Context: an optimization exercise on an open-source flow, tuned for a short achievable clock period and few clock cycles. The choices shown serve that exercise and are no tape-out recipe. RTL that was checked went through simulation tests only; none was proved equivalent to the original. Function not checked in runs 2, 4 and 5: the RTL went through the layout flow alone. No activity file was given, so power comes from the tool's default toggle rates.

## flow/design.v (module list and top-level ports; edited modules follow where they fit)
// module mul_stage1: 844 lines
// module mul_stage2: 104 lines
// module MIPSProcessor: 204 lines
module MIPSProcessor (
    input    wire               clk, rst,
    output   wire    [31:0]     imem_addr,
    input    wire    [31:0]     imem_rdata,
    output   wire    [31:0]     dmem_addr,
    output   wire    [31:0]     dmem_wdata,
    output   wire               dmem_we,
    input    wire    [31:0]     dmem_rdata
);
  // ...
==> flow/flow/run.sh <==
#!/bin/bash
# The standard layout, with timing repair aiming past the 12 ns clock:
# repair_timing treats any path with less than SETUP_SLACK_MARGIN of slack
# as failing, so it keeps sizing and buffering the longest paths.
set -euo pipefail
bash standard.sh SETUP_SLACK_MARGIN=8.3 finish > standard_flow.log 2>&1
==> flow/standard.sh <==
#!/bin/bash
# synth_recipe.tcl (not shown) runs the flow's synth.tcl, then flattens the netlist and writes it again
# the make line also repeats each setting of config.mk as NAME=value (left out here)
make -C /OpenROAD-flow-scripts/flow DESIGN_CONFIG=/design/flow/config.mk WORK_HOME=/design/flow/orfs CLKGATE_MAP_FILE= SYNTH_SCRIPT=/design/flow/synth_recipe.tcl "${@:-finish}"
==> flow/config.mk <==
export PLATFORM = sky130hd
export DESIGN_NAME = MIPSProcessor
export DESIGN_NICKNAME = MIPSProcessor
export VERILOG_FILES = /design/flow/design.v
export SDC_FILE = /design/flow/constraint.sdc
export NUM_CORES = 8
export LEC_CHECK = 0
export ABC_CLOCK_PERIOD_IN_PS = 3000
export CAP_MARGIN = 20
export CELL_PAD_IN_SITES_DETAIL_PLACEMENT = 1
export CELL_PAD_IN_SITES_GLOBAL_PLACEMENT = 1
export CORE_MARGIN = 2
export CORE_UTILIZATION = 50
export CTS_BUF_LIST = sky130_fd_sc_hd__clkbuf_16
export CTS_CLUSTER_DIAMETER = 100
export CTS_CLUSTER_SIZE = 25
export SETUP_SLACK_MARGIN = 5
export SLEW_MARGIN = 20
==> flow/constraint.sdc <==
create_clock -name core_clock -period 12.0 [get_ports {clk}]
set_input_delay 2.4000 -clock core_clock [delete_from_list [all_inputs] [get_ports {clk}]]
set_output_delay 2.4000 -clock core_clock [all_outputs]
set_load 0.01 [all_outputs]
==> flow_metrics.env, run 1 <==
export IMPL_synth_cell_types=88
export IMPL_synthSimpleGateAreaFrac=0.06545
export IMPL_start_util=0.5039
export IMPL_post_drt_via_cell_ratio=6.794
export IMPL_port_buffers=162
export IMPL_clkLatencyLatePin_ps=800
export IMPL_power_density_nw_per_um2=105.9
export IMPL_fp_row_count=154
export IMPL_grt_start_max_net_pins=75
export IMPL_crit_path_end="mulRowsM[26]"
export IMPL_startpoint="mfBWE"
export IMPL_synth_top_family_by_area="multiplexers"
export IMPL_routed_top_layer="met5"
export IMPL_grt_pass1_wl_mm=481.3
export IMPL_run_status="complete, no violations"
export IMPL_top_register="rf"
export IMPL_numCtsBuffers=80
export IMPL_period_needed_ps=4134
export IMPL_pg_clk_mw=3.27
export IMPL_fin_util=0.6060
export IMPL_postCtsHoldBufs=0
export IMPL_avgSynthCellArea_sq_um=13.19
export IMPL_end_kind="register"
export IMPL_wl_per_cell_um=37.15
export IMPL_grt_pass1_vias=65160
export IMPL_syn_to_final_growth_pct=20.26
export IMPL_vias=65100
export IMPL_synthMuxAreaShare=0.2065
export IMPL_inv_count=301
export IMPL_antenna_found_initial=9
export IMPL_synth_edf_count=1088
export IMPL_clockRootBuffer="clkbuf_16"
export IMPL_die_h_um=425.8
export IMPL_synth_compound_area_frac=0.08350
Testbench counts, summed over its fixed seeds: cycles 37,333.
==> module MIPSProcessor, before the edit <==
module MIPSProcessor (
    input    wire               clk, rst,
    output   wire    [31:0]     imem_addr,
    input    wire    [31:0]     imem_rdata,
    output   wire    [31:0]     dmem_addr,
    output   wire    [31:0]     dmem_wdata,
    output   wire               dmem_we,
    input    wire    [31:0]     dmem_rdata
);
localparam MULW = 100;
localparam OP_R    = 6'b000000,
           OP_ADDI = 6'b001000,
           OP_LW   = 6'b100011,
           OP_SW   = 6'b101011,
           OP_BEQ  = 6'b000100,
           OP_J    = 6'b000010;
reg  [31:0] pcF;
reg         vD;
reg  [31:0] irD;
reg  [31:0] pc4D;
reg         wenE, ldE, eldE, mulE, swE, brE;
reg  [4:0]  dstE;
reg  [1:0]  aluE;                
reg  [31:0] opAE, opBE, sdE, tgtE;
reg         fAME, fAWE, fBME, fBWE, fSME, fSWE, fSXE;
reg  [31:0] mAE, mBE;
reg         mfAME, mfAWE, mfBME, mfBWE;
reg         wenM, ldM, mulM, weM;
reg  [4:0]  dstM;
reg  [31:0] resM, sdM, addrM;
reg         wenW;
reg  [4:0]  dstW;
reg  [31:0] resW;
reg  [31:0] rf [0:31];
reg  [31:0] rfv;
wire        stallD, redirD, redirE;
wire [31:0] instF = imem_rdata;
wire        jF    = (instF[31:26] == OP_J);
wire [31:0] pc4F  = pcF + 32'd4;
wire [8:0]  btLo  = {1'b0, pc4F[9:2]} + {1'b0, instF[7:0]};
wire        bsF   = (instF[31:26] == OP_BEQ) & (instF[25:21] == instF[20:16]) &
                    (instF[15:8] == 8'd0) & ~btLo[8];
wire [31:0] btF   = {pc4F[31:10], btLo[7:0], pc4F[1:0]};
assign imem_addr = pcF;
wire [5:0]  opD  = irD[31:26];
wire [5:0]  fnD  = irD[5:0];
wire [4:0]  rsD  = irD[25:21];
wire [4:0]  rtD  = irD[20:16];
wire [4:0]  rdD  = irD[15:11];
wire [31:0] immD = {{16{irD[15]}}, irD[15:0]};
wire isR   = (opD == OP_R);
wire isAdi = (opD == OP_ADDI);
wire isLw  = (opD == OP_LW);
wire isSw  = (opD == OP_SW);
wire isBeq = (opD == OP_BEQ);
wire [4:0] dstD  = isR ? rdD : rtD;
wire       wenD  = vD & (isR | isAdi | isLw) & (dstD != 5'd0);
wire       useRs = vD & (isR | isAdi | isLw | isSw | isBeq) & (rsD != 5'd0);
wire       useRt = vD & (isR | isSw | isBeq) & (rtD != 5'd0);
wire       useImm = isAdi | isLw | isSw;
wire       beqSame = isBeq & (rsD == rtD);
wire       mulD  = isR & (fnD == 6'b011100);
wire [1:0] aluD  = (isR & (fnD == 6'b100010)) ? 2'd1 :
                   (isR & (fnD == 6'b101010)) ? 2'd2 : 2'd0;
wire [31:0] tgtD = pc4D + {immD[29:0], 2'b00};
wire memE = ldE | swE;
wire eldD = isLw & (rsD == 5'd0) & ~memE;
wire hazE   = wenE & (ldE | mulE);
wire rsHit  = useRs & (rsD == dstE);
wire rtHit  = useRt & (rtD == dstE);
assign stallD = hazE & (rsHit | (rtHit & ~isSw));
assign redirD = vD & beqSame & ~redirE;
wire aME = useRs & wenE & (rsD == dstE);
wire aWE = useRs & wenM & (rsD == dstM) & ~aME;
wire bME = useRt & wenE & (rtD == dstE);
wire bWE = useRt & wenM & (rtD == dstM) & ~bME;
wire [31:0] rfA = (wenW & (dstW == rsD)) ? resW : (rf[rsD] & {32{rfv[rsD]}});
wire [31:0] rfB = (wenW & (dstW == rtD)) ? resW : (rf[rtD] & {32{rfv[rtD]}});
wire [31:0] A  = fAME ? resM : fAWE ? resW : opAE;
wire [31:0] B  = fBME ? resM : fBWE ? resW : opBE;
wire [31:0] SD = fSME ? resM : fSWE ? resW : sdE;
wire [31:0] MA = mfAME ? resM : mfAWE ? resW : mAE;
wire [31:0] MB = mfBME ? resM : mfBWE ? resW : mBE;
wire [31:0] sumE  = A + B;
wire [32:0] difE  = {1'b0, A} - {1'b0, B};
wire [31:0] aluOut = eldE          ? dmem_rdata :
                     (aluE == 2'd1) ? difE[31:0] :
                     (aluE == 2'd2) ? {31'd0, difE[32]} : sumE;
assign redirE = brE & (A == SD);
wire [MULW-1:0] mulRowsE;
mul_stage1 U_mul1 (.a(MA), .b(MB), .rows(mulRowsE));
reg  [MULW-1:0] mulRowsM;
wire [31:0] mulP;
mul_stage2 U_mul2 (.rows(mulRowsM), .p(mulP));
assign dmem_addr  = addrM;
assign dmem_wdata = sdM;
assign dmem_we    = weM;
wire [31:0] resMnext = mulM ? mulP : ldM ? dmem_rdata : resM;
always @(posedge clk) begin
    if (!rst) begin
        pcF <= 32'd0;
    end else if (redirE) begin
        pcF <= tgtE;
    end else if (redirD) begin
        pcF <= tgtD;
    end else if (!stallD) begin
        pcF <= jF  ? {4'b0000, instF[25:0], 2'b00} :
               bsF ? btF : pc4F;
    end
end
always @(posedge clk or negedge rst) begin
    if (!rst) begin
        vD <= 1'b0;
    end else if (redirE | redirD) begin
        vD <= 1'b0;
    end else if (!stallD) begin
        vD <= ~(jF | bsF);
    end
end
always @(posedge clk) begin
    if (!stallD) begin
        irD  <= instF;
        pc4D <= pc4F;
    end
end
wire killE = stallD | redirE | ~vD;
always @(posedge clk or negedge rst) begin
    if (!rst) begin
        wenE <= 1'b0; ldE <= 1'b0; eldE <= 1'b0; mulE <= 1'b0;
        swE <= 1'b0; brE <= 1'b0;
    end else if (killE) begin
        wenE <= 1'b0; ldE <= 1'b0; eldE <= 1'b0; mulE <= 1'b0;
        swE <= 1'b0; brE <= 1'b0;
    end else begin
        wenE <= wenD;
        ldE  <= isLw & ~eldD;
        eldE <= eldD;
        mulE <= mulD & wenD;
        swE  <= isSw;
        brE  <= isBeq & ~beqSame;
    end
end
always @(posedge clk) begin
    dstE <= dstD;
    aluE <= aluD;
    opAE <= rfA;
    opBE <= useImm ? immD : rfB;
    sdE  <= rfB;
    tgtE <= tgtD;
    fAME <= aME;
    fAWE <= aWE;
    fBME <= bME & ~useImm;
    fBWE <= bWE & ~useImm;
    fSME <= bME;
    fSWE <= bWE;
    fSXE <= hazE & rtHit & isSw;
end
always @(posedge clk) begin
    mAE   <= rfA & {32{mulD}};
    mBE   <= rfB & {32{mulD}};
    mfAME <= aME & mulD;
    mfAWE <= aWE & mulD;
    mfBME <= bME & mulD;
    mfBWE <= bWE & mulD;
end
always @(posedge clk or negedge rst) begin
    if (!rst) begin
        wenM <= 1'b0; ldM <= 1'b0; mulM <= 1'b0; weM <= 1'b0;
    end else begin
        wenM <= wenE;
        ldM  <= ldE;
        mulM <= mulE;
        weM  <= swE;
    end
end
always @(posedge clk) begin
    dstM     <= dstE;
    resM     <= aluOut;
    sdM      <= fSXE ? resMnext : SD;
    addrM    <= (vD & eldD) ? immD : sumE;
    mulRowsM <= mulRowsE;
end
always @(posedge clk or negedge rst) begin
    if (!rst) begin
        wenW <= 1'b0;
    end else begin
        wenW <= wenM;
    end
end
always @(posedge clk) begin
    dstW <= dstM;
    resW <= resMnext;
end
always @(posedge clk) begin
    if (wenW) rf[dstW] <= resW;
end
always @(posedge clk or negedge rst) begin
    if (!rst) begin
        rfv <= 32'd0;
    end else if (wenW) begin
        rfv[dstW] <= 1'b1;
    end
end
endmodule
==> inputs of run 2 (changes only) <==
--- a/flow/design.v
+++ b/flow/design.v
@@ -971,7 +971,7 @@
 reg  [1:0]  aluE;                
 reg  [31:0] opAE, opBE, sdE, tgtE;
-reg         fAME, fAWE, fBME, fBWE, fSME, fSWE, fSXE;
+reg         fAME, fBME, fSME, fSXE;
 reg  [31:0] mAE, mBE;
-reg         mfAME, mfAWE, mfBME, mfBWE;
+reg         mfAME, mfBME;
 reg         wenM, ldM, mulM, weM;
 reg  [4:0]  dstM;
@@ -991,4 +991,5 @@
 wire [31:0] btF   = {pc4F[31:10], btLo[7:0], pc4F[1:0]};
 assign imem_addr = pcF;
+wire [31:0] resMnext;
 wire [5:0]  opD  = irD[31:26];
 wire [5:0]  fnD  = irD[5:0];
@@ -1025,9 +1026,11 @@
 wire [31:0] rfA = (wenW & (dstW == rsD)) ? resW : (rf[rsD] & {32{rfv[rsD]}});
 wire [31:0] rfB = (wenW & (dstW == rtD)) ? resW : (rf[rtD] & {32{rfv[rtD]}});
-wire [31:0] A  = fAME ? resM : fAWE ? resW : opAE;
-wire [31:0] B  = fBME ? resM : fBWE ? resW : opBE;
-wire [31:0] SD = fSME ? resM : fSWE ? resW : sdE;
-wire [31:0] MA = mfAME ? resM : mfAWE ? resW : mAE;
-wire [31:0] MB = mfBME ? resM : mfBWE ? resW : mBE;
+wire [31:0] opA = aWE ? resMnext : rfA;
+wire [31:0] opB = bWE ? resMnext : rfB;
+wire [31:0] A  = fAME ? resM : opAE;
+wire [31:0] B  = fBME ? resM : opBE;
+wire [31:0] SD = fSME ? resM : sdE;
+wire [31:0] MA = mfAME ? resM : mAE;
+wire [31:0] MB = mfBME ? resM : mBE;
 wire [31:0] sumE  = A + B;
 wire [32:0] difE  = {1'b0, A} - {1'b0, B};
@@ -1044,5 +1047,5 @@
 assign dmem_wdata = sdM;
 assign dmem_we    = weM;
-wire [31:0] resMnext = mulM ? mulP : ldM ? dmem_rdata : resM;
+assign resMnext = mulM ? mulP : ldM ? dmem_rdata : resM;
 always @(posedge clk) begin
     if (!rst) begin
@@ -1092,23 +1095,18 @@
     dstE <= dstD;
     aluE <= aluD;
-    opAE <= rfA;
-    opBE <= useImm ? immD : rfB;
-    sdE  <= rfB;
+    opAE <= opA;
+    opBE <= (bWE & ~useImm) ? resMnext : (useImm ? immD : rfB);
+    sdE  <= opB;
     tgtE <= tgtD;
     fAME <= aME;
-    fAWE <= aWE;
     fBME <= bME & ~useImm;
-    fBWE <= bWE & ~useImm;
     fSME <= bME;
-    fSWE <= bWE;
     fSXE <= hazE & rtHit & isSw;
 end
 always @(posedge clk) begin
-    mAE   <= rfA & {32{mulD}};
-    mBE   <= rfB & {32{mulD}};
+    mAE   <= (aWE & mulD) ? resMnext : (rfA & {32{mulD}});
+    mBE   <= (bWE & mulD) ? resMnext : (rfB & {32{mulD}});
     mfAME <= aME & mulD;
-    mfAWE <= aWE & mulD;
     mfBME <= bME & mulD;
-    mfBWE <= bWE & mulD;
 end
 always @(posedge clk or negedge rst) begin
==> run 2 against run 1 <==
Net effect: critical path depth fell by 1; routed wire length rose by 2.5%; fmax fell by 1.0%; critical path type unchanged; global-route usage rose by 1.3 points; clock power barely moved; count of clock-buffer cells in the layout rose by 1; first-iteration DRC count rose by 15%; clock skew rose by 19 ps; non-clock buffer count fell by 71.
==> flow_metrics.env, run 2 <==
export IMPL_tightest_slew_ps=1133
export IMPL_worstPathRequired_ps=12620
export IMPL_path_max_fanout=4
export IMPL_synthTopCellsByCount="1,088 x edfxtp_1, 659 x mux4_2, 485 x dfxtp_1, 447 x nor2_1, 333 x inv_1"
export IMPL_die_h_um=424.6
export IMPL_dieArea_sq_um=180300
export IMPL_cp_start_kind="register"
export IMPL_finalSetupTns_ps=0
export IMPL_nets=7401
export IMPL_core_area_sq_um=175900
export IMPL_grt_setup_unrepaired="true"
export IMPL_synth_top_cell_area_share=0.3693
export IMPL_syn_inst=6598
export IMPL_wl_per_cell_um=38.87
export IMPL_cts_tree="yes"
export IMPL_ys_top_cells_by_area="edfxtp_1 37%, mux4_2 17%, dfxtp_1 11%"
export IMPL_hold_violations=0
export IMPL_synthArstFlopShare=0.02721
export IMPL_hp_class="reg -> reg"
export IMPL_dp_cells=8802
export IMPL_vias=65530
export IMPL_maxCapViolations=0
export IMPL_power_density_nw_per_um2=107.6
export IMPL_end_kind="register"
export IMPL_start_util=0.5028
export IMPL_post_drt_via_cell_ratio=6.981
export IMPL_syn_nets=7025
export IMPL_multiInputGateArea_sq_um=45980
export IMPL_leakagePower_nw=38.21
export IMPL_drc=0
export IMPL_critical_path_class="reg -> reg"
export IMPL_grt_use_total=0.3860
export IMPL_instances_no_fill=9387
export IMPL_synth_seq_cells=1617
export IMPL_antenna_found_initial=17
export IMPL_dr_pass1_iters=7
export IMPL_yosysMostFrequentCell="edfxtp_1"
export IMPL_ys_warn_count=1
export IMPL_cts_sinks=1617
export IMPL_hpwlAfterDp_mm=215.6
export IMPL_path_clk_slew_ps=110
export IMPL_cts_max_level=3
export IMPL_die_width_um=424.6
export IMPL_final_cell_mix="1,088 x edfxtp_1, 659 x mux4_2, 390 x dfxtp_1"
export IMPL_worstPathArrival_ps=4800
export IMPL_ios=163
export IMPL_setup_violations=0
export IMPL_avgSynthCellArea_sq_um=13.41
export IMPL_top_register="rf"
export IMPL_gp_congestion=0.9259
export IMPL_skew_ps=61.50
export IMPL_grt_pass1_vias=64310
export IMPL_register_area_sq_um=43710
export IMPL_largest_reg_flops=1024
export IMPL_synth_top_flop_cell="edfxtp_1"
export IMPL_synth_edf_count=1088
export IMPL_drt_iter0_drc=9023
export IMPL_slew_headroom=0.2435
export IMPL_numCtsBuffers=80
export IMPL_largest_registers="rf (1024), mulRowsM (100)"
export IMPL_fp_row_count=154
export IMPL_post_route_period_util=0.3481
export IMPL_yosysSeqAreaShare=0.4915
export IMPL_final_antenna_net_count=0
export IMPL_clock_fmax_mhz=239.4
export IMPL_port_buffers=162
export IMPL_synth_cell_types=95
export IMPL_drt_wl_total_mm=364.9
export IMPL_nFillCells=16480
export IMPL_drive_above_1_share=0.3256
export IMPL_synth_area_sq_um=88460
export IMPL_period_needed_ps=4177
export IMPL_layout_commonest_cell="edfxtp_1"
export IMPL_clockRootBuffer="clkbuf_16"
export IMPL_vdd_drop_max_v=0.0001111
export IMPL_cts_buffer_depth=3
export IMPL_grt_start_max_net_pins=68
export IMPL_drv_slew=0
export IMPL_syn_to_final_growth_pct=18.84
export IMPL_synth_largest_area_cell="edfxtp_1"
export IMPL_grt_pass1_wl_mm=492.6
export IMPL_run_status="complete, no violations"
export IMPL_clkLatencyLatePin_ps=800
export IMPL_fin_util=0.5976
export IMPL_overflow=0
run 2: final cells by class:
class                      instances  area share
multi-input combinational       4162      0.4373
sequential                      1617      0.4158
timing repair buffer             778     0.08283
tap                             2340     0.02785
clock buffer                      82     0.01952
inverter                         333     0.01216
clock inverter                    57    0.003975
antenna                           16   0.0003809
timing repair inverter             2   0.0001428
run 2: through the flow:
| step | hold slack, ps | power [mW] | setup slack [ps] | cell area, sq um |
|---|---|---|---|---|
| finish | 382.6 | 11.31 | 7823 | 105100 |
| floorplan | 347.9 | 7.272 | 7359 | 88790 |
| detailed placement | 366.1 | 7.905 | 6501 | 93420 |
| CTS | 384.1 | 11.20 | 7955 | 101300 |
| global placement | 359.9 | 7.881 | 6498 | 93360 |
| global route | 400.1 | 11.59 | 7768 | 105100 |
run 2: logic make-up (layout without fill, tap and decap cells):
| family | count (synthesis) | count (layout) | synth area share |
|---|---|---|---|
| flops | 1617 | 1617 | 0.4915 |
| compound gates | 1212 | 1212 | 0.09154 |
| simple gates | 1110 | 1114 | 0.05703 |
| buf+inv | 823 | 1252 | 0.03669 |
| mux | 986 | 986 | 0.2058 |
| other cells | 0 | 16 | 0 |
| fa+ha+maj | 361 | 361 | 0.06897 |
| xor+xnor | 489 | 489 | 0.04842 |
run 2: critical path: stages, from the launching register on:
cell and delay [ps]:
dfxtp_2 330, fa_1 500, fa_2 380, fa_2 380, ha_4 260, and4_1 160, a221o_1 310, a311o_1 430
o31ai_2 310, mux2i_2 320, a311oi_4 70, buf_12 220, a21oi_4 140, buf_12 160, nor2_4 30
run 2: repair_timing:
item                       4_1_cts  5_1_grt
gates cloned                    37       25
setup endpoints to repair      460      262
pin swaps                      114      186
hold buffers                     0        0
buffers inserted               224      143
resized for setup             1058      476
run 2: path summary, 6_finish.rpt:
check	from	endpoint	slack, ps	cells past startpoint
worst min-delay path	pc4D[0]	tgtE[0]	380	0
worst max-delay path	mulRowsM[34]	mBE[30]	7820	14
min in group asynchronous	rst	vD	1720	2
worst max register to register	mulRowsM[34]	mBE[30]	7820	14
max in group asynchronous	rst	eldE	9760	2
worst min register to register	pc4D[0]	tgtE[0]	380	0
run 2: where the power goes:
group	internal, mW	leakage, nW	switching [mW]	total [mW]
clock network	1.30	1.33	1.99	3.29
logic	0.705	22.1	0.919	1.62
registers	6.13	14.7	0.268	6.40
total	8.13	38.2	3.18	11.3
run 2: metal layers:
layer  global-route usage  up-vias  part of all wire
li1                     -    25850                 -
met1               0.5412    34680              0.39
met2               0.5825     4101              0.45
met3              0.08709      875              0.11
met4               0.1609       24             0.054
met5                    0        -           0.00075
==> inputs of run 3 (changes only) <==
--- a/flow/design.v
+++ b/flow/design.v
@@ -1096,5 +1096,5 @@
     aluE <= aluD;
     opAE <= opA;
-    opBE <= (bWE & ~useImm) ? resMnext : (useImm ? immD : rfB);
+    opBE <= useImm ? immD : opB;
     sdE  <= opB;
     tgtE <= tgtD;
@@ -1105,6 +1105,6 @@
 end
 always @(posedge clk) begin
-    mAE   <= (aWE & mulD) ? resMnext : (rfA & {32{mulD}});
-    mBE   <= (bWE & mulD) ? resMnext : (rfB & {32{mulD}});
+    mAE   <= opA & {32{mulD}};
+    mBE   <= opB & {32{mulD}};
     mfAME <= aME & mulD;
     mfBME <= bME & mulD;
==> run 3 against run 2 <==
Net effect: highest routed layer unchanged; sequential cell count did not move; final area decreased by 1.7%; register-to-register slack improved by 280 ps; setup slack improved by 280 ps; fmax increased by 7.2%; core utilization down 1.2 points; clock skew decreased by 1.1 ps.
==> flow_metrics.env, run 3 <==
export IMPL_vdd_drop_max_v=0.0001821
export IMPL_crit_family="adder cells"
export IMPL_post_route_period_util=0.3247
export IMPL_fin_area_sq_um=103300
export IMPL_cts_buffer_depth=3
export IMPL_avgSynthCellArea_sq_um=13.38
export IMPL_synthArstFlopShare=0.02721
export IMPL_dieArea_sq_um=180900
export IMPL_min_from="pc4D[0]"
export IMPL_drt_iter0_drc=7277
export IMPL_clkPwrFrac=0.285
export IMPL_final_cell_mix="1,088 x edfxtp_1, 660 x mux4_2, 419 x nor2_1"
export IMPL_grt_pass1_wl_mm=465.7
export IMPL_drive_above_1_share=0.3105
export IMPL_reg2reg_depth=13
export IMPL_synthSimpleGateAreaFrac=0.05639
export IMPL_port_buffers=162
export IMPL_cts_max_level=3
export IMPL_grt_setup_unrepaired="true"
export IMPL_largest_registers="rf (1024), mulRowsM (100)"
export IMPL_yosysSeqAreaShare=0.4900
export IMPL_synth_top_flop_cell="edfxtp_1"
export IMPL_setup_violations=0
export IMPL_nets=7335
export IMPL_hp_class="reg -> reg"
export IMPL_worstPathRequired_ps=12620
export IMPL_post_drt_via_cell_ratio=6.765
export IMPL_dr_pass1_iters=7
export IMPL_ys_warn_count=1
export IMPL_crit_chain="inv_2 -> fa_1 -> fa_1 -> fa_2 -> fa_2 -> nor2_4 -> and3_4 -> a21boi_4 -> or3_4 -> a31oi_4 -> inv_2 -> a21oi_4 -> o21ai_1"
export IMPL_synthTopCellsByCount="1,088 x edfxtp_1, 660 x mux4_2, 485 x dfxtp_1, 479 x nor2_1, 328 x xnor2_1"
export IMPL_top_register="rf"
export IMPL_min_to="tgtE[0]"
export IMPL_r2r_slack_ps=8100
export IMPL_tightest_slew_ps=1144
export IMPL_core_area_sq_um=176300
export IMPL_cts_tree="yes"
export IMPL_synth_top_cell_area_share=0.3682
export IMPL_whs_ps=384.0
export IMPL_layout_commonest_cell="edfxtp_1"
export IMPL_drt_wl_total_mm=335.3
export IMPL_final_antenna_net_count=0
export IMPL_nFillCells=16730
export IMPL_clockRootBuffer="clkbuf_16"
export IMPL_path_clk_slew_ps=110
export IMPL_combPwrFrac=0.141
export IMPL_instances_no_fill=9305
export IMPL_slowest_stage="fa_2"
export IMPL_p_sw_mw=3.073
export IMPL_skew_ps=60.41
export IMPL_ys_top_cells_by_area="edfxtp_1 37%, mux4_2 17%, dfxtp_1 11%"
export IMPL_switching_share=0.2753
export IMPL_drc=0
export IMPL_syn_nets=7058
export IMPL_regToRegEndpoint="opBE[30]"
export IMPL_maxCapViolations=0
export IMPL_synth_fa_ha_area_frac=0.06875
export IMPL_power_mw=11.16
export IMPL_slowest_delay_ps=620
export IMPL_timing_rr_start="mulRowsM[72]"
export IMPL_clkLatencyLatePin_ps=770
export IMPL_cts_sinks=1617
export IMPL_synth_edf_count=1088
export IMPL_period_needed_ps=3897
export IMPL_synth_top_family_by_area="multiplexers"
export IMPL_p_int_mw=8.089
export IMPL_layout_setup_ws_ps=8103
export IMPL_fin_util=0.5860
export IMPL_detailedPlace_worstSlack_ps=6449
export IMPL_run_status="complete, no violations"
export IMPL_drv_slew=0
export IMPL_synth_largest_area_cell="edfxtp_1"
export IMPL_power_density_nw_per_um2=108.0
export IMPL_finalSetupTns_ps=0
export IMPL_synth_seq_cells=1617
export IMPL_synth_compound_area_frac=0.09192
export IMPL_place_area_sq_um=93350
export IMPL_synth_cell_types=95
export IMPL_grt_start_max_net_pins=68
export IMPL_hold_path_depth=0
export IMPL_hold_violations=0
export IMPL_die_width_um=425.3
export IMPL_numCtsBuffers=79
export IMPL_syn_to_final_growth_pct=16.44
export IMPL_fp_row_count=154
export IMPL_wl_per_cell_um=36.04
export IMPL_start_util=0.5033
export IMPL_antenna_found_initial=9
export IMPL_leakagePower_nw=37.11
export IMPL_synthMuxAreaShare=0.2061
export IMPL_synthXorXnorAreaFrac=0.04925
export IMPL_path_buf_inv=2
export IMPL_slew_headroom=0.2363
export IMPL_die_h_um=425.3
export IMPL_hpwlAfterDp_mm=204.6
export IMPL_critical_path_class="reg -> reg"
export IMPL_grt_pass1_vias=63130
export IMPL_ios=163
export IMPL_worstPathArrival_ps=4510
export IMPL_dp_cells=8810
export IMPL_yosysMostFrequentCell="edfxtp_1"
export IMPL_postCtsHoldBufs=0
export IMPL_gp_congestion=0.9199
export IMPL_grt_use_total=0.3585
export IMPL_path_max_fanout=3
export IMPL_cp_start_kind="register"
export IMPL_end_kind="register"
export IMPL_seq_power_share=0.574
export IMPL_largest_reg_flops=1024
export IMPL_overflow=0
export IMPL_syn_inst=6631
export IMPL_vias=62950
export IMPL_clock_fmax_mhz=256.6
export IMPL_synth_area_sq_um=88730
==> run 3: cell types whose count changed after synthesis, sizes merged, moves of 11 or more <==
cell | previous run | this run
clkbuf | 299 | 322
o21ai | 215 | 227
buf | 191 | 176
a21oi | 314 | 284
and3 | 16 | 29
xor2 | 160 | 171
nor2 | 447 | 482
nor4 | 33 | 21
==> run 3: how the worst max path moves through the flow <==
stage	startpoint	to	slack, ps	depth (start not counted)
2_1_floorplan	imem_rdata[0]	pcF[8]	7580	12
3_3_place_gp	imem_rdata[0]	pcF[2]	6410	13
3_5_place_dp	imem_rdata[0]	pcF[2]	6450	13
4_1_cts	mulRowsM[72]	opBE[30]	7980	13
5_1_grt	mulRowsM[63]	opBE[30]	8020	15
6_report	mulRowsM[72]	opBE[30]	8100	13
==> run 3: layout make-up <==
class                      count  area [sq um]  area share
antenna                        3         7.507  0.00007266
clock buffer                  81          2027     0.01962
clock inverter                54         341.6    0.003306
inverter                     328          1252     0.01212
multi-input combinational   4193         45810      0.4434
sequential                  1617         43730      0.4232
tap                         2340          2928     0.02834
timing repair buffer         689          7226     0.06994
==> run 3: routing by layer <==
layer  track usage  up-vias  wire [um]
met5             0        -         13
met4        0.1366        2      15850
met3       0.05420      706      28780
met2        0.5730     3292     156700
met1        0.4976    33200     134000
li1              -    25750          -
==> run 3: worst reg2reg max path, stage by stage (launching register included) <==
cell	delay, ps
dfxtp_2	340
inv_2	30
fa_1	540
fa_1	460
fa_2	380
fa_2	620
nor2_4	70
and3_4	170
a21boi_4	140
or3_4	370
a31oi_4	270
inv_2	90
a21oi_4	200
o21ai_1	90
==> run 3: kinds of logic (layout without fill, tap and decap cells) <==
logic type	after synthesis	in the layout
other cells	0	3
fa+ha+maj	361	361
flops	1617	1617
buf+inv	826	1152
mux	993	994
compound gates	1212	1212
simple gates	1123	1127
xor+xnor	499	499
==> run 3: power by group through the flow <==
stage	Sequential (mW)	Clock [mW]	Combinational, mW
4_1_cts	6.40	3.23	1.49
6_report	6.40	3.18	1.58
3_3_place_gp	6.52	0	1.36
3_5_place_dp	6.53	0	1.37
5_1_grt	6.42	3.40	1.66
2_1_floorplan	6.40	0	0.898
==> run 3: timing repair <==
item | in CTS | in global routing
resized for setup | 1079 | 430
setup buffers | 158 | 157
pin swaps | 100 | 174
setup endpoints to repair | 581 | 254
gates cloned | 20 | 22
Testbench counts of run 3, summed over its fixed seeds: cycles 37,333.
==> inputs of run 4 (changes only) <==
--- a/flow/design.v
+++ b/flow/design.v
@@ -986,8 +986,9 @@
 wire        jF    = (instF[31:26] == OP_J);
 wire [31:0] pc4F  = pcF + 32'd4;
-wire [8:0]  btLo  = {1'b0, pc4F[9:2]} + {1'b0, instF[7:0]};
+wire [4:0]  btLo  = {1'b0, pc4F[5:2]} + {1'b0, instF[3:0]};
+wire [25:0] btHiP = pc4F[31:6] + 26'd1;
 wire        bsF   = (instF[31:26] == OP_BEQ) & (instF[25:21] == instF[20:16]) &
-                    (instF[15:8] == 8'd0) & ~btLo[8];
-wire [31:0] btF   = {pc4F[31:10], btLo[7:0], pc4F[1:0]};
+                    (instF[15:4] == 12'd0);
+wire [31:0] btF   = {(btLo[4] ? btHiP : pc4F[31:6]), btLo[3:0], pc4F[1:0]};
 assign imem_addr = pcF;
 wire [31:0] resMnext;
==> run 4 against run 3 <==
Net effect: still clean; count of clock-buffer cells in the layout increased by 3; largest cell class unchanged; routed wire length increased by 6.8%; highest routed layer unchanged; first-iteration DRC count is 9.4% higher; total power up 3.0%; final cell count increased by 0.77%; core utilization rose by 1.3 points; sequential share of layout area shrank 0.99 points; die area is essentially flat; clock skew decreased by 19 ps; combinational power is 9% higher.
==> flow_metrics.env, run 4 <==
export IMPL_run_status="complete, no violations"
export IMPL_hpwlAfterDp_mm=210.1
export IMPL_core_area_sq_um=176300
export IMPL_vias=64850
export IMPL_hold_violations=0
export IMPL_largest_reg_flops=1024
export IMPL_setup_violations=0
export IMPL_drt_wl_total_mm=358.3
export IMPL_top_register="rf"
export IMPL_gp_congestion=0.9399
export IMPL_ios=163
export IMPL_cts_buffer_depth=3
export IMPL_numCtsBuffers=81
export IMPL_skew_ps=41.78
export IMPL_leakagePower_nw=38.23
export IMPL_clock_fmax_mhz=243.3
export IMPL_nets=7387
export IMPL_post_route_period_util=0.3425
export IMPL_path_max_fanout=4
export IMPL_layout_setup_ws_ps=7890
export IMPL_synth_top_flop_cell="edfxtp_1"
export IMPL_hp_class="reg -> reg"
export IMPL_path_clk_slew_ps=100
export IMPL_final_cell_mix="1,088 x edfxtp_1, 660 x mux4_2, 396 x dfxtp_1"
export IMPL_drt_iter0_drc=7963
export IMPL_power_density_nw_per_um2=108.8
export IMPL_drv_slew=0
export IMPL_synth_largest_area_cell="edfxtp_1"
export IMPL_synthArstFlopShare=0.02721
export IMPL_synth_area_sq_um=88760
export IMPL_cts_sinks=1617
export IMPL_maxCapViolations=0
export IMPL_detailedPlace_worstSlack_ps=6032
export IMPL_syn_to_final_growth_pct=19.07
export IMPL_vdd_drop_max_v=0.0001239
export IMPL_postCtsHoldBufs=0
export IMPL_yosysSeqAreaShare=0.4899
export IMPL_syn_inst=6564
export IMPL_slew_headroom=0.1774
export IMPL_tightest_slew_ps=1229
export IMPL_grt_start_max_net_pins=102
export IMPL_worstPathRequired_ps=12710
export IMPL_synth_edf_count=1088
export IMPL_ys_top_cells_by_area="edfxtp_1 37%, mux4_2 17%, dfxtp_1 11%"
export IMPL_layout_commonest_cell="edfxtp_1"
export IMPL_dr_pass1_iters=6
export IMPL_nFillCells=16470
export IMPL_synth_seq_cells=1617
export IMPL_grt_use_total=0.3708
export IMPL_period_needed_ps=4110
export IMPL_synth_cell_types=103
export IMPL_worstPathArrival_ps=4820
export IMPL_drive_above_1_share=0.3463
export IMPL_post_drt_via_cell_ratio=6.915
export IMPL_drc=0
export IMPL_avgSynthCellArea_sq_um=13.52
export IMPL_wl_per_cell_um=38.21
export IMPL_finalSetupTns_ps=0
export IMPL_ys_warn_count=1
export IMPL_cp_start_kind="primary input"
export IMPL_clockRootBuffer="clkbuf_16"
export IMPL_die_width_um=425.3
export IMPL_clkLatencyLatePin_ps=790
export IMPL_syn_nets=6988
export IMPL_critical_path_class="in -> reg"
export IMPL_die_h_um=425.3
export IMPL_cts_max_level=3
export IMPL_port_buffers=162
export IMPL_start_util=0.5034
export IMPL_dieArea_sq_um=180900
export IMPL_antenna_found_initial=17
export IMPL_overflow=0
export IMPL_synthTopCellsByCount="1,088 x edfxtp_1, 660 x mux4_2, 485 x dfxtp_1, 356 x nor2_1, 353 x xnor2_1"
export IMPL_synth_top_cell_area_share=0.3681
export IMPL_end_kind="register"
export IMPL_grt_pass1_vias=64170
export IMPL_largest_registers="rf (1024), mulRowsM (100)"
export IMPL_grt_pass1_wl_mm=478.3
export IMPL_fp_row_count=154
export IMPL_yosysMostFrequentCell="edfxtp_1"
export IMPL_final_antenna_net_count=0
export IMPL_cts_tree="yes"
export IMPL_grt_setup_unrepaired="true"
==> run 4: cell count changes in the layout (fill, tap and decap cells not counted), moves of 19 or more <==
cell / previous run / this run
a211oi_1: 57 / 18
a211oi_2: 32 / 12
a21oi_1: 226 / 254
buf_4: 359 / 395
buf_6: 86 / 106
mux2_2: 60 / 144
mux2i_1: 181 / 112
nor2_1: 419 / 281
xnor2_2: 6 / 27
xor2_1: 161 / 142
==> run 4: worst paths after layout <==
| path | start | endpoint | slack, ps | cells after the start |
|---|---|---|---|---|
| worst max-delay path | imem_rdata[10] | pcF[20] | 7890 | 14 |
| worst min-delay path | pc4D[1] | tgtE[1] | 390 | 0 |
| worst max register to register | mulRowsM[89] | opBE[31] | 7910 | 12 |
| worst min register to register | pc4D[1] | tgtE[1] | 390 | 0 |
| max in group asynchronous | rst | rfv[0] | 9280 | 2 |
| min in group asynchronous | rst | wenE | 1660 | 1 |
==> run 4: critical path: stages <==
cell      delay [ps]
buf_8            100
nor4b_4          320
nand4_1          220
nor4_4           300
buf_4            190
and3_4           210
nand4_4          160
buf_4            220
buf_6            110
nor2b_1          130
xnor2_1           90
nor2_1           120
a21oi_1           50
a211oi_1         200
==> run 4: stage by stage <==
step	utilization	cells	total power, mW	hold WS, ps	instance area (sq um)
2_1_floorplan	-	6564	7.305	347.7	88960
3_3_place_gp	0.5308	8760	7.945	366.0	93590
3_5_place_dp	0.5317	8765	7.973	369.4	93740
4_1_cts	0.5765	9163	11.36	390.0	101600
5_1_grt	0.5993	9364	11.78	403.1	105700
6_report	0.5995	9377	11.50	389.5	105700
==> run 4: kinds of logic (layout without fill, tap and decap cells) <==
| logic type | after synthesis | in the layout | synth area share |
|---|---|---|---|
| fa+ha+maj | 358 | 358 | 0.06831 |
| flops | 1617 | 1617 | 0.4899 |
| other cells | 0 | 14 | 0 |
| simple gates | 1060 | 1067 | 0.05632 |
| mux | 991 | 991 | 0.2073 |
| xor+xnor | 510 | 512 | 0.05058 |
| compound gates | 1205 | 1205 | 0.09047 |
| buf+inv | 823 | 1273 | 0.03714 |
==> run 4: layer usage <==
| metal | wire, um | GRT usage | up-vias |
|---|---|---|---|
| li1 | - | - | 25850 |
| met1 | 133100 | 0.4829 | 33870 |
| met2 | 165500 | 0.5983 | 3927 |
| met3 | 34150 | 0.06635 | 1185 |
| met4 | 25440 | 0.1883 | 10 |
| met5 | 69 | 0 | - |
==> run 4: power by group <==
part           internal, mW  total (mW)  leakage [nW]  switching (mW)
Sequential             6.15        6.43          14.7           0.279
Clock                  1.35        3.34          1.37            1.99
Combinational         0.754        1.73          22.1           0.971
==> run 4: layout make-up <==
type                    count  area (sq um)  share of cell area
multi-input cells        4133         46410              0.4391
clock inverters            59         489.2            0.004629
repair buffers            800          8775             0.08302
repair inverters            1         7.507          0.00007103
well taps                2340          2928             0.02770
diodes                     14         35.03           0.0003315
clock buffers              84          2102             0.01989
flip-flops and latches   1617         43690              0.4133
inverters                 329          1256             0.01189
==> run 4: what timing repair did <==
action                      CTS  global route
gates resized for setup    1124           487
setup endpoints to repair   438           224
pin swaps                   153           246
cloned                       29            30
buffers inserted            226           170
==> inputs of run 5 (changes only) <==
--- a/flow/design.v
+++ b/flow/design.v
@@ -1049,14 +1049,12 @@
 assign dmem_we    = weM;
 assign resMnext = mulM ? mulP : ldM ? dmem_rdata : resM;
+wire [31:0] pcSlow = redirE ? tgtE : redirD ? tgtD : stallD ? pcF : pc4F;
+wire        useF   = (jF | bsF) & ~redirE & ~redirD & ~stallD;
+wire [31:0] tgtF   = jF ? {4'b0000, instF[25:0], 2'b00} : btF;
 always @(posedge clk) begin
     if (!rst) begin
         pcF <= 32'd0;
-    end else if (redirE) begin
-        pcF <= tgtE;
-    end else if (redirD) begin
-        pcF <= tgtD;
-    end else if (!stallD) begin
-        pcF <= jF  ? {4'b0000, instF[25:0], 2'b00} :
-               bsF ? btF : pc4F;
+    end else begin
+        pcF <= useF ? tgtF : pcSlow;
     end
 end
==> run 5 against run 4 <==
Net effect: final cell count is 0.85% higher; non-clock buffer count is 18 lower; synthesized area is 0.44% higher; worst hold slack worse by 3.6 ps; clock skew is 12 ps higher; largest cell class unchanged.
==> flow_metrics.env, run 5 <==
export IMPL_run_status="complete, no violations"
export IMPL_end_kind="register"
export IMPL_hpwlAfterDp_mm=215.4
export IMPL_clkLatencyLatePin_ps=800
export IMPL_core_area_sq_um=176700
export IMPL_wl_per_cell_um=37.30
export IMPL_worstPathRequired_ps=12710
export IMPL_synth_compound_area_frac=0.09047
export IMPL_critical_path_class="in -> reg"
export IMPL_r2r_slack_ps=7980
export IMPL_synthArstFlopShare=0.02721
export IMPL_synth_top_flop_cell="edfxtp_1"
export IMPL_slew_headroom=0.1960
export IMPL_hold_path_depth=0
export IMPL_layout_commonest_cell="edfxtp_1"
export IMPL_slowest_delay_ps=520
export IMPL_vdd_drop_max_v=0.0001476
export IMPL_die_h_um=426.3
export IMPL_drt_wl_total_mm=352.8
export IMPL_die_width_um=426.3
export IMPL_synth_top_family_by_area="multiplexers"
export IMPL_cts_max_level=3
export IMPL_post_route_period_util=0.3533
export IMPL_synth_cell_types=101
export IMPL_grt_use_total=0.3735
export IMPL_gp_congestion=0.9442
export IMPL_synth_seq_cells=1617
export IMPL_drv_slew=0
export IMPL_period_needed_ps=4239
export IMPL_port_buffers=162
export IMPL_wl_met3_mm=30.96
export IMPL_drt_met1_wl_mm=132.0
export IMPL_skew_ps=53.70
export IMPL_syn_nets=7122
export IMPL_final_cell_mix="1,088 x edfxtp_1, 660 x mux4_2, 389 x buf_4"
export IMPL_routed_top_layer="met5"
export IMPL_drt_iter0_drc=7739
export IMPL_worstPathArrival_ps=4940
export IMPL_slowest_stage="or4_4"
export IMPL_numCtsBuffers=81
export IMPL_crit_family="simple AND/OR/NAND/NOR gates"
export IMPL_fp_row_count=154
export IMPL_ios=163
export IMPL_hp_class="reg -> reg"
export IMPL_min_from="pc4D[0]"
export IMPL_syn_inst=6698
export IMPL_drive_above_1_share=0.3289
export IMPL_detailedPlace_worstSlack_ps=6218
export IMPL_start_util=0.5046
export IMPL_grt_setup_unrepaired="true"
export IMPL_top_register="rf"
export IMPL_tightest_slew_ps=1204
export IMPL_avgSynthCellArea_sq_um=13.31
export IMPL_layout_setup_ws_ps=7761
export IMPL_synthTopCellsByCount="1,088 x edfxtp_1, 660 x mux4_2, 485 x dfxtp_1, 419 x nor2_1, 348 x clkbuf_1"
export IMPL_vias=64260
export IMPL_largest_reg_flops=1024
export IMPL_dr_pass1_iters=6
export IMPL_timing_rr_start="mulRowsM[72]"
export IMPL_clockRootBuffer="clkbuf_16"
export IMPL_min_to="tgtE[0]"
export IMPL_regToRegEndpoint="opBE[31]"
export IMPL_dieArea_sq_um=181700
export IMPL_synthMuxAreaShare=0.2055
export IMPL_synth_fa_ha_area_frac=0.06801
export IMPL_ys_warn_count=1
export IMPL_clock_fmax_mhz=235.9
export IMPL_cts_tree="yes"
export IMPL_finalSetupTns_ps=0
export IMPL_syn_to_final_growth_pct=18.79
export IMPL_grt_pass1_vias=65220
export IMPL_synth_edf_count=1088
export IMPL_setup_violations=0
export IMPL_grt_pass1_wl_mm=483.9
export IMPL_path_buf_inv=2
export IMPL_synth_largest_area_cell="edfxtp_1"
export IMPL_cts_sinks=1617
export IMPL_synth_top_cell_area_share=0.3665
export IMPL_maxCapViolations=0
export IMPL_nFillCells=16620
export IMPL_path_clk_slew_ps=100
export IMPL_power_density_nw_per_um2=108.8
export IMPL_overflow=0
export IMPL_ys_top_cells_by_area="edfxtp_1 37%, mux4_2 17%, dfxtp_1 11%"
export IMPL_synthSimpleGateAreaFrac=0.05861
export IMPL_path_max_fanout=5
export IMPL_yosysSeqAreaShare=0.4877
export IMPL_synthXorXnorAreaFrac=0.05225
export IMPL_cp_start_kind="primary input"
export IMPL_nets=7482
export IMPL_synth_area_sq_um=89150
export IMPL_post_drt_via_cell_ratio=6.795
export IMPL_cts_buffer_depth=3
export IMPL_antenna_found_initial=11
export IMPL_yosysMostFrequentCell="edfxtp_1"
export IMPL_reg2reg_depth=15
export IMPL_final_antenna_net_count=0
export IMPL_crit_chain="buf_8 -> ha_4 -> fa_2 -> a21o_1 -> a21o_4 -> buf_6 -> o211ai_1 -> or4_4 -> nor3_4 -> nand3_2 -> xor2_1 -> nor2_1 -> a211oi_1 -> o32ai_1"
export IMPL_leakagePower_nw=38.39
export IMPL_largest_registers="rf (1024), mulRowsM (100)"
export IMPL_drc=0
export IMPL_cp_depth=14
export IMPL_grt_start_max_net_pins=78
export IMPL_wl_met2_mm=163.3
export IMPL_hold_violations=0
## run 5: cell types whose count changed after synthesis, sizes merged, moves of 17 or more
cell	before	now
mux2i	175	220
nor2	359	420
o221ai	89	69
a221o	40	22
xor2	155	187
and3	37	15
mux2	156	110
clkbuf	324	349
a221oi	98	81
a211oi	31	52
nand2	317	334
## run 5: how the worst max path moves through the flow
| stage | slack (ps) | to | startpoint |
|---|---|---|---|
| global placement | 6230 | pcF[25] | imem_rdata[0] |
| floorplan | 7190 | pcF[25] | imem_rdata[0] |
| global route | 7680 | pcF[24] | imem_rdata[0] |
| detailed placement | 6220 | pcF[25] | imem_rdata[0] |
| CTS | 7760 | pcF[25] | imem_rdata[0] |
| finish | 7760 | pcF[24] | imem_rdata[0] |
## run 5: through the flow
stage	util	area (sq um)	hold slack [ps]	std cells	total power, mW
finish	0.5994	105900	386.0	9457	11.52
global route	0.5993	105900	394.9	9454	11.82
CTS	0.5771	102000	383.3	9244	11.35
detailed placement	0.5321	94020	358.8	8873	7.986
global placement	0.5321	94010	353.0	8873	7.966
floorplan	-	89550	347.9	6698	7.334
## run 5: cell type report
cell class | count | area, sq um | area share
clock buffer | 81 | 2027 | 0.01914
antenna | 3 | 7.507 | 0.00007089
clock inverter | 58 | 535.5 | 0.005057
tap | 2340 | 2928 | 0.02765
timing repair buffer | 782 | 8621 | 0.08140
sequential | 1617 | 43720 | 0.4129
inverter | 333 | 1266 | 0.01196
multi-input combinational | 4243 | 46800 | 0.4419
## run 5: cells by family (layout without fill, tap and decap cells)
kind of cell,Yosys count,count (layout)
compound gates,1224,1224
xor+xnor,531,532
fa+ha+maj,358,358
buf+inv,847,1254
flops,1617,1617
mux,990,990
other cells,0,3
simple gates,1131,1139
## run 5: power breakdown
part / internal [mW] / switching [mW] / leakage [nW]
clock: 1.34 / 2.00 / 1.36
combinational: 0.776 / 1.00 / 22.3
sequential: 6.14 / 0.260 / 14.8
total: 8.25 / 3.26 / 38.4
## run 5: routing by layer
metal	up-vias	track usage
li1	26080	-
met1	33570	0.4851
met2	3522	0.5944
met3	1081	0.06905
met4	12	0.2070
met5	-	0
## run 5: repair_timing
action	4_1_cts	5_1_grt
resized for setup	1148	471
pin swaps	123	209
setup buffers	201	192
gates cloned	31	18
hold buffers	0	0
setup endpoints to repair	474	328
## run 5: worst reg2reg max path, stage by stage (launching register included)
cell and delay, ps:
dfxtp_2 330, inv_2 30, fa_1 540, fa_1 430
fa_2 370, fa_2 640, nor2_4 70, and2_4 180
o21ai_4 150, a31oi_4 60, a21o_1 240, a21oi_4 210
xnor2_2 140, buf_6 160, a31o_4 220, o21ai_1 80
==> inputs of run 6 (changes only) <==
--- a/flow/design.v
+++ b/flow/design.v
@@ -982,13 +982,12 @@
 reg  [31:0] rf [0:31];
 reg  [31:0] rfv;
-wire        stallD, redirD, redirE;
+wire        stallD, redirE;
 wire [31:0] instF = imem_rdata;
 wire        jF    = (instF[31:26] == OP_J);
 wire [31:0] pc4F  = pcF + 32'd4;
-wire [4:0]  btLo  = {1'b0, pc4F[5:2]} + {1'b0, instF[3:0]};
-wire [25:0] btHiP = pc4F[31:6] + 26'd1;
+wire [8:0]  btLo  = {1'b0, pc4F[9:2]} + {1'b0, instF[7:0]};
 wire        bsF   = (instF[31:26] == OP_BEQ) & (instF[25:21] == instF[20:16]) &
-                    (instF[15:4] == 12'd0);
-wire [31:0] btF   = {(btLo[4] ? btHiP : pc4F[31:6]), btLo[3:0], pc4F[1:0]};
+                    (instF[15:8] == 8'd0) & ~btLo[8];
+wire [31:0] btF   = {pc4F[31:10], btLo[7:0], pc4F[1:0]};
 assign imem_addr = pcF;
 wire [31:0] resMnext;
@@ -1009,5 +1008,4 @@
 wire       useRt = vD & (isR | isSw | isBeq) & (rtD != 5'd0);
 wire       useImm = isAdi | isLw | isSw;
-wire       beqSame = isBeq & (rsD == rtD);
 wire       mulD  = isR & (fnD == 6'b011100);
 wire [1:0] aluD  = (isR & (fnD == 6'b100010)) ? 2'd1 :
@@ -1016,9 +1014,11 @@
 wire memE = ldE | swE;
 wire eldD = isLw & (rsD == 5'd0) & ~memE;
+wire esD  = vD & isSw & (rsD == 5'd0) & ~memE &
+            ~(useRt & ((wenE & (rtD == dstE)) | (wenM & (rtD == dstM))));
+wire esGo = esD & ~redirE;
 wire hazE   = wenE & (ldE | mulE);
 wire rsHit  = useRs & (rsD == dstE);
 wire rtHit  = useRt & (rtD == dstE);
 assign stallD = hazE & (rsHit | (rtHit & ~isSw));
-assign redirD = vD & beqSame & ~redirE;
 wire aME = useRs & wenE & (rsD == dstE);
 wire aWE = useRs & wenM & (rsD == dstM) & ~aME;
@@ -1049,12 +1049,12 @@
 assign dmem_we    = weM;
 assign resMnext = mulM ? mulP : ldM ? dmem_rdata : resM;
-wire [31:0] pcSlow = redirE ? tgtE : redirD ? tgtD : stallD ? pcF : pc4F;
-wire        useF   = (jF | bsF) & ~redirE & ~redirD & ~stallD;
-wire [31:0] tgtF   = jF ? {4'b0000, instF[25:0], 2'b00} : btF;
 always @(posedge clk) begin
     if (!rst) begin
         pcF <= 32'd0;
-    end else begin
-        pcF <= useF ? tgtF : pcSlow;
+    end else if (redirE) begin
+        pcF <= tgtE;
+    end else if (!stallD) begin
+        pcF <= jF  ? {4'b0000, instF[25:0], 2'b00} :
+               bsF ? btF : pc4F;
     end
 end
@@ -1062,5 +1062,5 @@
     if (!rst) begin
         vD <= 1'b0;
-    end else if (redirE | redirD) begin
+    end else if (redirE) begin
         vD <= 1'b0;
     end else if (!stallD) begin
@@ -1087,6 +1087,6 @@
         eldE <= eldD;
         mulE <= mulD & wenD;
-        swE  <= isSw;
-        brE  <= isBeq & ~beqSame;
+        swE  <= isSw & ~esD;
+        brE  <= isBeq;
     end
 end
@@ -1116,5 +1116,5 @@
         ldM  <= ldE;
         mulM <= mulE;
-        weM  <= swE;
+        weM  <= swE | esGo;
     end
 end
@@ -1122,6 +1122,6 @@
     dstM     <= dstE;
     resM     <= aluOut;
-    sdM      <= fSXE ? resMnext : SD;
-    addrM    <= (vD & eldD) ? immD : sumE;
+    sdM      <= esD ? rfB : fSXE ? resMnext : SD;
+    addrM    <= ((vD & eldD) | esD) ? immD : sumE;
     mulRowsM <= mulRowsE;
 end
==> run 6 against run 5 <==
Net effect: still clean; synthesized cell count rose by 0.75%; non-clock buffer count fell by 64; clock skew fell by 9.3 ps; die area barely moved; synthesized area barely moved; combinational power fell by 5%; core utilization fell by 1.1 points; total power fell by 1.7%; global-route usage fell by 1.0 points; critical path type unchanged.
==> flow_metrics.env, run 6 <==
export IMPL_nFillCells=16740
export IMPL_slew_headroom=0.2367
export IMPL_multiInputGateArea_sq_um=46030
export IMPL_avgSynthCellArea_sq_um=13.21
export IMPL_wl_per_cell_um=36.31
export IMPL_antenna_found_initial=8
export IMPL_vdd_drop_max_v=0.0001669
export IMPL_power_density_nw_per_um2=109.0
export IMPL_period_needed_ps=4019
export IMPL_overflow=0
export IMPL_end_kind="register"
export IMPL_leakagePower_nw=38.04
export IMPL_drt_wl_total_mm=342.5
export IMPL_cts_tree="yes"
export IMPL_ys_warn_count=1
export IMPL_grt_pass1_wl_mm=472.4
export IMPL_synth_seq_cells=1617
export IMPL_clock_fmax_mhz=248.8
export IMPL_die_h_um=426.2
export IMPL_cp_start_kind="primary input"
export IMPL_grt_pass1_vias=63520
export IMPL_maxCapViolations=0
export IMPL_drt_iter0_drc=7368
export IMPL_run_status="complete, no violations"
export IMPL_register_area_sq_um=43710
export IMPL_drc=0
export IMPL_syn_to_final_growth_pct=16.61
export IMPL_drive_above_1_share=0.2991
export IMPL_synth_top_cell_area_share=0.3666
export IMPL_synth_cell_types=85
export IMPL_dieArea_sq_um=181600
export IMPL_cts_buffer_depth=3
export IMPL_ys_top_cells_by_area="edfxtp_1 37%, mux4_2 16%, dfxtp_1 11%"
export IMPL_critical_path_class="in -> reg"
export IMPL_cts_sinks=1617
export IMPL_synth_edf_count=1088
export IMPL_skew_ps=44.36
export IMPL_layout_commonest_cell="edfxtp_1"
export IMPL_yosysMostFrequentCell="edfxtp_1"
export IMPL_yosysSeqAreaShare=0.4879
export IMPL_clkLatencyLatePin_ps=790
export IMPL_path_max_fanout=3
export IMPL_core_area_sq_um=176700
export IMPL_gp_congestion=0.9290
export IMPL_hold_violations=0
export IMPL_nets=7457
export IMPL_port_buffers=162
export IMPL_synth_top_flop_cell="edfxtp_1"
export IMPL_syn_inst=6748
export IMPL_synthArstFlopShare=0.02721
export IMPL_final_cell_mix="1,088 x edfxtp_1, 629 x mux4_2, 398 x buf_4"
export IMPL_synth_largest_area_cell="edfxtp_1"
export IMPL_hpwlAfterDp_mm=216.0
export IMPL_synth_area_sq_um=89120
export IMPL_largest_registers="rf (1024), mulRowsM (100)"
export IMPL_synthTopCellsByCount="1,088 x edfxtp_1, 629 x mux4_2, 485 x dfxtp_1, 436 x nor2_1, 337 x a21oi_1"
export IMPL_fp_row_count=154
export IMPL_setup_violations=0
export IMPL_start_util=0.5044
export IMPL_postCtsHoldBufs=0
export IMPL_drv_slew=0
export IMPL_power_mw=11.32
export IMPL_dr_pass1_iters=6
export IMPL_hp_class="reg -> reg"
export IMPL_grt_setup_unrepaired="true"
export IMPL_worstPathRequired_ps=12640
export IMPL_grt_use_total=0.3633
export IMPL_tightest_slew_ps=1145
export IMPL_top_register="rf"
export IMPL_cts_max_level=3
export IMPL_worstPathArrival_ps=4660
export IMPL_post_route_period_util=0.3350
export IMPL_ios=163
export IMPL_largest_reg_flops=1024
export IMPL_vias=63600
export IMPL_grt_start_max_net_pins=97
export IMPL_numCtsBuffers=79
export IMPL_path_clk_slew_ps=110
export IMPL_final_antenna_net_count=0
export IMPL_post_drt_via_cell_ratio=6.743
export IMPL_finalSetupTns_ps=0
export IMPL_clockRootBuffer="clkbuf_16"
export IMPL_syn_nets=7175
export IMPL_die_width_um=426.2
[run 6: logic make-up (layout without fill, tap and decap cells)]
logic type,count (synthesis),count (layout),synth area share
other,0,5,0
multiplexers,1040,1040,0.2066
flip-flops,1617,1617,0.4879
AO/OA/AOI/OAI,1257,1257,0.09312
buffers and inverters,854,1187,0.03854
AND/OR/NAND/NOR,1135,1141,0.05780
adder cells (fa/ha/maj),361,361,0.06846
XOR/XNOR,484,484,0.04756
[run 6: what timing repair did]
| action | in CTS | in global routing |
|---|---|---|
| setup buffers | 140 | 192 |
| gates cloned | 16 | 26 |
| setup endpoints to repair | 520 | 242 |
| gates resized for setup | 1055 | 377 |
| pin swaps | 90 | 128 |
[run 6: through the flow]
stage | hold slack, ps | setup WS (ps) | std cells | instance area, sq um | utilization
6_report | 360.3 | 7981 | 9432 | 103900 | 0.5882
5_1_grt | 378.6 | 8025 | 9428 | 103900 | 0.5881
4_1_cts | 357.1 | 8077 | 9209 | 100100 | 0.5664
3_5_place_dp | 328.5 | 6850 | 8915 | 93720 | 0.5304
3_3_place_gp | 323.4 | 6818 | 8915 | 93710 | 0.5304
2_1_floorplan | 323.3 | 7667 | 6748 | 89280 | -
[run 6: worst max-delay path, stage by stage]
cell             delay [ps]
clkdlybuf4s50_1         570
mux2i_1                 760
nor2_1                  170
a31oi_4                 350
buf_6                   150
a21oi_2                  60
nor2b_2                 190
[run 6: report_power, final]
part / switching [mW] / internal [mW] / total (mW)
Clock: 1.96 / 1.30 / 3.26
Sequential: 0.242 / 6.14 / 6.38
Combinational: 0.969 / 0.716 / 1.69
Total: 3.17 / 8.15 / 11.3
[run 6: layer usage]
layer | wire, um | GRT usage
met2 | 162800 | 0.5912
met1 | 132000 | 0.4847
met4 | 21020 | 0.1643
met5 | 0 | 0
met3 | 26730 | 0.05417
[run 6: layout make-up]
class	instances	area share
multi-input cells	4283	0.4429
flip-flops and latches	1617	0.4206
repair buffers	718	0.07226
well taps	2340	0.02817
clock buffers	81	0.01950
inverters	331	0.01220
clock inverters	57	0.004262
diodes	5	0.0001204
[run 6: worst paths after layout]
path,cells past startpoint,end,slack (ps),startpoint
setup / recovery,7,mAE[30],7980,dmem_rdata[30]
hold / removal,0,tgtE[0],360,pc4D[0]
setup reg to reg,15,opBE[29],8080,mulRowsM[70]
hold reg to reg,0,tgtE[0],360,pc4D[0]
max in group asynchronous,2,mulM,9690,rst
min in group asynchronous,2,eldE,1760,rst
Testbench counts of run 6, summed over its fixed seeds: cycles 37,178.
==> inputs of run 7 (changes only) <==
--- a/flow/config.mk
+++ b/flow/config.mk
@@ -11,5 +11,5 @@
 export CELL_PAD_IN_SITES_GLOBAL_PLACEMENT = 1
 export CORE_MARGIN = 2
-export CORE_UTILIZATION = 50
+export CORE_UTILIZATION = 60
 export CTS_BUF_LIST = sky130_fd_sc_hd__clkbuf_16
 export CTS_CLUSTER_DIAMETER = 100
==> run 7 against run 6 <==
Net effect: total power down 1.2%; clock power shrank 4%; core utilization up 11 points; combinational power shrank 2%; fmax increased by 2.1%; sequential power about the same; routed wire length is 4.0% higher; non-clock buffer count shrank 38; largest power group unchanged; still clean; global-route usage rose by 7.2 points; critical endpoint is now opBE[29]; highest routed layer is now met5; count of clock-buffer cells in the layout is 3 lower; die area down 17%; worst hold slack got worse by 10 ps.
==> flow_metrics.env, run 7 <==
export IMPL_run_status="complete, no violations"
export IMPL_tightest_slew_ps=1168
export IMPL_synth_edf_count=1088
export IMPL_cts_tree="yes"
export IMPL_dieArea_sq_um=151600
export IMPL_drt_wl_total_mm=356.1
export IMPL_post_drt_via_cell_ratio=7.544
export IMPL_slowest_stage="fa_1"
export IMPL_die_width_um=389.4
export IMPL_ys_top_cells_by_area="edfxtp_1 37%, mux4_2 16%, dfxtp_1 11%"
export IMPL_die_h_um=389.4
export IMPL_p_sw_mw=3.129
export IMPL_critical_path_class="reg -> reg"
export IMPL_cts_sinks=1617
export IMPL_busiest_layer="met2"
export IMPL_slowest_delay_ps=560
export IMPL_power_density_nw_per_um2=108.9
export IMPL_grt_pass1_vias=67150
export IMPL_fin_util=0.6956
export IMPL_combPwrFrac=0.147
export IMPL_period_needed_ps=3937
export IMPL_cp_start_kind="register"
export IMPL_register_area_sq_um=43700
export IMPL_multiInputGateArea_sq_um=46050
export IMPL_synth_top_flop_cell="edfxtp_1"
export IMPL_timing_rr_start="mulRowsM[72]"
export IMPL_min_to="tgtE[0]"
export IMPL_grt_use_total=0.4355
export IMPL_clockRootBuffer="clkbuf_16"
export IMPL_vias=67660
export IMPL_syn_to_final_growth_pct=15.26
export IMPL_avgSynthCellArea_sq_um=13.21
export IMPL_drv_slew=0
export IMPL_hold_path_depth=0
export IMPL_drt_iter0_drc=9613
export IMPL_finalSetupTns_ps=0
export IMPL_synthTopCellsByCount="1,088 x edfxtp_1, 629 x mux4_2, 485 x dfxtp_1, 436 x nor2_1, 337 x a21oi_1"
export IMPL_crit_chain="inv_2 -> fa_1 -> fa_1 -> fa_2 -> fa_2 -> nor2_4 -> nand2_8 -> o21bai_4 -> inv_2 -> o31ai_4 -> xor2_2 -> a21oi_4 -> mux2_4 -> o21ai_1"
export IMPL_clkPwrFrac=0.280
export IMPL_power_mw=11.19
export IMPL_yosysSeqAreaShare=0.4879
export IMPL_ios=163
export IMPL_final_antenna_net_count=0
export IMPL_syn_inst=6748
export IMPL_grt_use_met1=0.5591
export IMPL_cts_max_level=3
export IMPL_synthArstFlopShare=0.02721
export IMPL_worstPathRequired_ps=12670
export IMPL_final_cell_mix="1,088 x edfxtp_1, 629 x mux4_2, 387 x dfxtp_1"
export IMPL_syn_nets=7175
export IMPL_leakagePower_nw=37.70
export IMPL_start_util=0.6035
export IMPL_maxCapViolations=0
export IMPL_drive_above_1_share=0.2970
export IMPL_post_route_period_util=0.3281
export IMPL_core_area_sq_um=147700
export IMPL_nFillCells=13240
export IMPL_clkLatencyLatePin_ps=780
export IMPL_grt_start_max_net_pins=82
export IMPL_largest_registers="rf (1024), mulRowsM (100)"
export IMPL_wl_per_cell_um=39.70
export IMPL_largest_reg_flops=1024
export IMPL_drc=0
export IMPL_slew_headroom=0.2205
export IMPL_hold_violations=0
export IMPL_grt_pass1_wl_mm=475.1
export IMPL_p_int_mw=8.059
export IMPL_cts_buffer_depth=3
export IMPL_ys_warn_count=1
export IMPL_synth_seq_cells=1617
export IMPL_use_met3=0.09439
export IMPL_r2r_slack_ps=8060
export IMPL_seq_power_share=0.573
export IMPL_whs_ps=350.3
export IMPL_hpwlAfterDp_mm=206.0
export IMPL_worstPathArrival_ps=4600
export IMPL_layout_commonest_cell="edfxtp_1"
export IMPL_synth_cell_types=85
export IMPL_dr_pass1_iters=10
export IMPL_overflow=0
export IMPL_regToRegEndpoint="opBE[29]"
export IMPL_path_clk_slew_ps=110
export IMPL_use_met2=0.6898
export IMPL_postCtsHoldBufs=0
export IMPL_hp_class="reg -> reg"
export IMPL_synth_largest_area_cell="edfxtp_1"
export IMPL_path_max_fanout=4
export IMPL_synth_top_cell_area_share=0.3666
export IMPL_reg2reg_depth=14
export IMPL_fp_row_count=141
export IMPL_yosysMostFrequentCell="edfxtp_1"
export IMPL_vdd_drop_max_v=0.0001619
export IMPL_numCtsBuffers=77
export IMPL_synth_area_sq_um=89120
export IMPL_antenna_found_initial=17
export IMPL_min_from="pc4D[0]"
export IMPL_setup_violations=0
export IMPL_skew_ps=58.06
export IMPL_top_register="rf"
export IMPL_grt_setup_unrepaired="true"
export IMPL_nets=7420
export IMPL_port_buffers=162
export IMPL_gp_congestion=0.9726
export IMPL_end_kind="register"
export IMPL_switching_share=0.2797
export IMPL_clock_fmax_mhz=254.0
run 7: how the worst max path moves through the flow:
stage,from,end,slack [ps],cells past startpoint
global placement,mfBME,mulRowsM[48],6550,10
finish,mulRowsM[72],opBE[29],8060,14
floorplan,imem_rdata[0],pcF[8],7670,11
global route,mulRowsM[17],opBE[21],7980,13
detailed placement,mfBME,mulRowsM[10],6520,11
CTS,imem_rdata[0],pcF[2],8170,12
run 7: final cells by class:
type | instances | area share
clock inverter | 45 | 0.003532
multi-input combinational | 4286 | 0.4483
timing repair buffer | 680 | 0.06785
antenna | 2 | 0.00004872
sequential | 1617 | 0.4254
tap | 1930 | 0.02351
clock buffer | 78 | 0.01900
inverter | 331 | 0.01236
run 7: timing repair:
item / in CTS / in global routing
buffers inserted: 150 / 167
endpoints found under the setup margin: 531 / 250
cloned: 21 / 22
resized for setup: 1000 / 421
pin swaps: 83 / 148
run 7: metal layers:
metal	part of all wire	wire [um]	vias up
li1	-	-	25960
met1	0.33	118600	34470
met2	0.45	161500	5487
met3	0.12	44210	1732
met4	0.089	31610	20
met5	0.00042	150	-
run 7: per-stage QoR:
stage	cells	instance area, sq um	worst slack (ps)
5_1_grt	8967	102700	7985
2_1_floorplan	6748	89280	7667
3_5_place_dp	8484	93090	6520
4_1_cts	8778	99150	8174
6_report	8969	102700	8063
3_3_place_gp	8483	93050	6553
run 7: kinds of logic after synthesis:
logic type / after synthesis / synth area share
adder cells (fa/ha/maj): 361 / 0.06846
AND/OR/NAND/NOR: 1135 / 0.05780
XOR/XNOR: 484 / 0.04756
buffers and inverters: 854 / 0.03854
multiplexers: 1040 / 0.2066
AO/OA/AOI/OAI: 1257 / 0.09312
flip-flops: 1617 / 0.4879
run 7: worst max-delay path, delay by kind of cell, from the launching register on:
family / cells / cell delay, ps
compound gates: 4 / 540
xor+xnor: 1 / 260
fa+ha+maj: 4 / 1860
buf+inv: 2 / 130
flops: 1 / 340
mux: 1 / 410
simple gates: 2 / 280
run 7: power by group through the flow:
stage,sequential [mW],combinational [mW],clock [mW]
after floorplan,6.39,0.885,0
after global placement,6.51,1.34,0
after detailed placement,6.52,1.37,0
after CTS,6.39,1.49,3.11
after global routing,6.41,1.71,3.28
final,6.41,1.65,3.13

[afterwards: timing with drivers on the ports]
Ports are ideal in the flow. The routed layouts listed here were re-timed in OpenROAD.
Step 1 assumes that a clkbuf_16 drives the clock port and a buf_2 every other input.
Step 2 times the ports against the registers' clock, not the clock port: input delays grow and output delays shrink by t, the midpoint of the rising clock arrivals with the driver on.
a / b / c = ideal / step 1 / step 2; a / b = the first two.
| run | t (ns) | setup slack, ns | slew at the worst register clock pin (ns) | worst slew at a driven data input, ns |
|---|---|---|---|---|
| run 1 | 0.862 | 7.866 / 7.866 / 7.310 | 0.12 / 0.12 | 0.08 |
| run 2 | 0.861 | 7.823 / 7.823 / 7.093 | 0.12 / 0.12 | 0.09 |
| run 3 | 0.832 | 8.103 / 8.103 / 7.368 | 0.11 / 0.11 | 0.07 |
| run 4 | 0.862 | 7.890 / 7.913 / 7.079 | 0.12 / 0.12 | 0.06 |
| run 5 | 0.873 | 7.761 / 7.798 / 6.925 | 0.12 / 0.12 | 0.07 |
| run 6 | 0.863 | 7.981 / 8.045 / 7.182 | 0.11 / 0.11 | 0.10 |
| run 7 | 0.843 | 8.063 / 8.063 / 7.317 | 0.12 / 0.12 | 0.07 |
After both steps every run listed still meets setup and hold. For run 5, which loses most, drivers alone change the setup slack by +0.037 ns; drivers and shift together by -0.836 ns.
